This design comes from an exercise in tuning for small area on the open sky130 flow, not from production work. In this exercise RTL edits were held to simulation tests only and were not proved equivalent to the original. No driver is modelled on the clock port, so clocking that relies on it looks cheaper here than on a real chip. Power and IR drop assume default switching activity.

==> module dp, before the edit <==
module dp(
    input clk, input [2:0] ph, input [3:0] stp, input [2:0] cls, input clr, input [7:0] dm,
    input P, input pc_out, input [2:0] op,
    input as, input [1:0] k, input [2:0] dsrc, input sload, input pcw, input zcmp, input zld,
    input ald, input region,
    output reg [2:0] S, output wbit, output pcnew,
    output [8:0] RAM_address, output [7:0] RAM_data_in
);
    localparam [2:0] CE = 3'd3, CJ = 3'd1;
    localparam [2:0] OADD = 3'd0, OSUB = 3'd2, OAND = 3'd4, OOR = 3'd5,
                     OSLT = 3'd3, OXOR = 3'd6, OSHL = 3'd1, OSHR = 3'd7;
    reg [8:0] A;              
    reg [7:0] D;
    reg       C;
    wire p0 = (ph == 3'd0);
    wire p7 = (ph == 3'd7);
    wire dp = dm[ph];
    wire subm = (op == OSUB) || (op == OSLT);
    wire bb   = D[0] ^ subm;
    wire acin = p0 ? subm : C;
    wire asum = P ^ bb ^ acin;
    wire acout = (P & bb) | (acin & (P | bb));
    reg  ares;
    always @* begin
        case (op)
            OADD, OSUB: ares = asum;
            OAND: ares = P & D[0];
            OOR:  ares = P | D[0];
            OXOR: ares = P ^ D[0];
            OSLT: ares = 1'b0;
            default: ares = P;
        endcase
    end
    wire [2:0] kk = {stp[3], stp[1:0]};
    wire kact = (kk <= S);
    wire shl  = region & (op == OSHL) & kact;
    wire shr  = region & (op == OSHR) & kact;
    wire sltf = region & (op == OSLT) & (kk == 3'd1);
    wire kb   = (p0 & k[0]) | ((ph == 3'd1) & k[1]);
    wire pb   = as ? kb : ((cls == CE) & ~S[2]) ? dp : (ph == 3'd2);
    wire pcin = p0 ? 1'b0 : C;
    wire psum = pc_out ^ pb ^ pcin;
    wire pcout = (pc_out & pb) | (pcin & (pc_out | pb));
    assign pcnew = (cls == CJ) ? dp : psum;
    reg Din;
    always @* begin
        case (dsrc)
            3'd1: Din = P;
            3'd2: Din = dp;
            3'd3: Din = ares;
            default: begin
                if (shl) Din = p0 ? 1'b0 : C;
                else if (sltf) Din = p0 ? ~C : C;
                else if (shr) Din = p7 ? 1'b0 : D[1];
                else Din = D[0];
            end
        endcase
    end
    assign wbit = D[0] & ~clr;
    always @(posedge clk) begin
        if (as) begin
            A  <= {1'b0, psum, A[7:1]};
        end else if (ald) begin
            A[7:0] <= {D[0], A[7:1]};
            if (p0) A[8] <= dm[0];
        end
        D <= {Din, D[7:1]};
        if (sload && ph < 3'd3) S <= {Din, S[2:1]};
        else if (zcmp) S[2] <= (p0 ? 1'b0 : S[2]) | ares;
        if (as || pcw) C <= pcout;
        else if (dsrc == 3'd3) C <= acout;
        else C <= D[0];
    end
    assign RAM_address = A;
    assign RAM_data_in = D;
endmodule
export LEC_CHECK = 0
export ABC_AREA = 1
export CAP_MARGIN = 20
export CORE_MARGIN = 2
export CORE_UTILIZATION = 55
export PLACE_DENSITY = 0.85
export SLEW_MARGIN = 20
create_clock -name core_clock -period 5.0 [get_ports {clk}]
standard.sh (not shown) runs the stock make flow with config.mk's settings and CLKGATE_MAP_FILE= SYNTH_SCRIPT=/design/flow/synth_recipe.tcl, a recipe that flattens the netlist after the stock synthesis.
==> flow/flow/run.sh <==
#!/bin/bash
# The standard layout (standard.sh) with these changes:
#  - synthesis maps the logic with the area-oriented ABC script in
#    flow/abc_area.script and without the full-adder extraction (same
#    Yosys passes otherwise, same registers and names);
#  - each port gets the smallest buffer (buf_1);
#  - the clock tree is built from clkbuf_8 without dummy loads, and right
#    after it is built each clock buffer is swapped for the smallest clock
#    buffer that keeps every flip-flop clock pin's slew under a margin
#    (flow/clkbuf_downsize.tcl).
# The ORFS logs of every step stay under orfs/logs; make's output goes to
# standard.log here.
set -e
rm -rf scripts_area
cp -r "$FLOW_HOME/scripts" scripts_area
cp flow/abc_area.script scripts_area/abc_area.script
cp flow/clkbuf_downsize.tcl scripts_area/clkbuf_downsize.tcl
sed -i 's|^log_cmd clock_tree_synthesis {\*}\$cts_args$|&\nsource $::env(SCRIPTS_DIR)/clkbuf_downsize.tcl|' scripts_area/cts.tcl
grep -q clkbuf_downsize scripts_area/cts.tcl
export SCRIPTS_DIR="$PWD/scripts_area"
export ADDER_MAP_FILE=
export BUFFER_PORTS_ARGS="-buffer_cell sky130_fd_sc_hd__buf_1"
export CTS_ARGS="-sink_clustering_enable -repair_clock_nets -dont_use_dummy_load -buf_list sky130_fd_sc_hd__clkbuf_8"
bash standard.sh > standard.log 2>&1
Other scripts of this flow, unchanged in this note and not shown: flow/flow/abc_area.script, flow/flow/clkbuf_downsize.tcl
Edit:
--- a/flow/design.v
+++ b/flow/design.v
@@ -166,9 +166,9 @@
     localparam [2:0] OADD = 3'd0, OSUB = 3'd2, OAND = 3'd4, OOR = 3'd5,
                      OSLT = 3'd3, OXOR = 3'd6, OSHL = 3'd1, OSHR = 3'd7;
     reg [8:0] A;              
     reg [7:0] D;
-    reg       C;
+    reg       C, Z;
     wire p0 = (ph == 3'd0);
     wire p7 = (ph == 3'd7);
     wire dp = dm[ph];
     wire subm = (op == OSUB) || (op == OSLT);
@@ -192,9 +192,9 @@
     wire shl  = region & (op == OSHL) & kact;
     wire shr  = region & (op == OSHR) & kact;
     wire sltf = region & (op == OSLT) & (kk == 3'd1);
     wire kb   = (p0 & k[0]) | ((ph == 3'd1) & k[1]);
-    wire pb   = as ? kb : ((cls == CE) & ~S[2]) ? dp : (ph == 3'd2);
+    wire pb   = as ? kb : ((cls == CE) & ~Z) ? dp : (ph == 3'd2);
     wire pcin = p0 ? 1'b0 : C;
     wire psum = pc_out ^ pb ^ pcin;
     wire pcout = (pc_out & pb) | (pcin & (pc_out | pb));
     assign pcnew = (cls == CJ) ? dp : psum;
@@ -221,12 +221,13 @@
             if (p0) A[8] <= dm[0];
         end
         D <= {Din, D[7:1]};
         if (sload && ph < 3'd3) S <= {Din, S[2:1]};
-        else if (zcmp) S[2] <= (p0 ? 1'b0 : S[2]) | ares;
         if (as || pcw) C <= pcout;
         else if (dsrc == 3'd3) C <= acout;
         else C <= D[0];
+        if (zcmp) Z <= (p0 ? 1'b0 : Z) | ares;
+        else if (zld && p0) Z <= dm[0];
     end
     assign RAM_address = A;
     assign RAM_data_in = D;
 endmodule
What happened: Utilization stays flat; hold slack is worse by 0.013 ns; final area barely changes; register-to-register slack improved by 0.21 ns; routed wire length increases by 7.4%; setup slack improves by 0.21 ns; non-clock buffer count drops by 1; clock power climbs by about 0.8%; sequential power stays flat.

-- afterwards: timing with drivers on the ports --
In the flow no input, the clock included, has a driving cell. The finished layouts below were timed again as built, in two steps. Step 1, drivers: a clkbuf_16 drives clk and a buf_2 each remaining input, both assumed. Step 2, shift: input delay + t, output delay - t, t = (earliest + latest rising clock arrival at the registers) / 2. This alone moves slack from input paths to output paths. a / b / c = no drivers / after step 1 / after step 2; a / b = the first two.
| run | t, ns | setup slack, ns | pins driven straight from the clock port |
|---|---|---|---|
| the first run | 0.702 | 0.423 / 0.423 / 0.423 | 1 |
| the second run | 0.696 | 0.629 / 0.629 / 0.629 | 1 |
After both steps setup and hold are still met in every run listed.
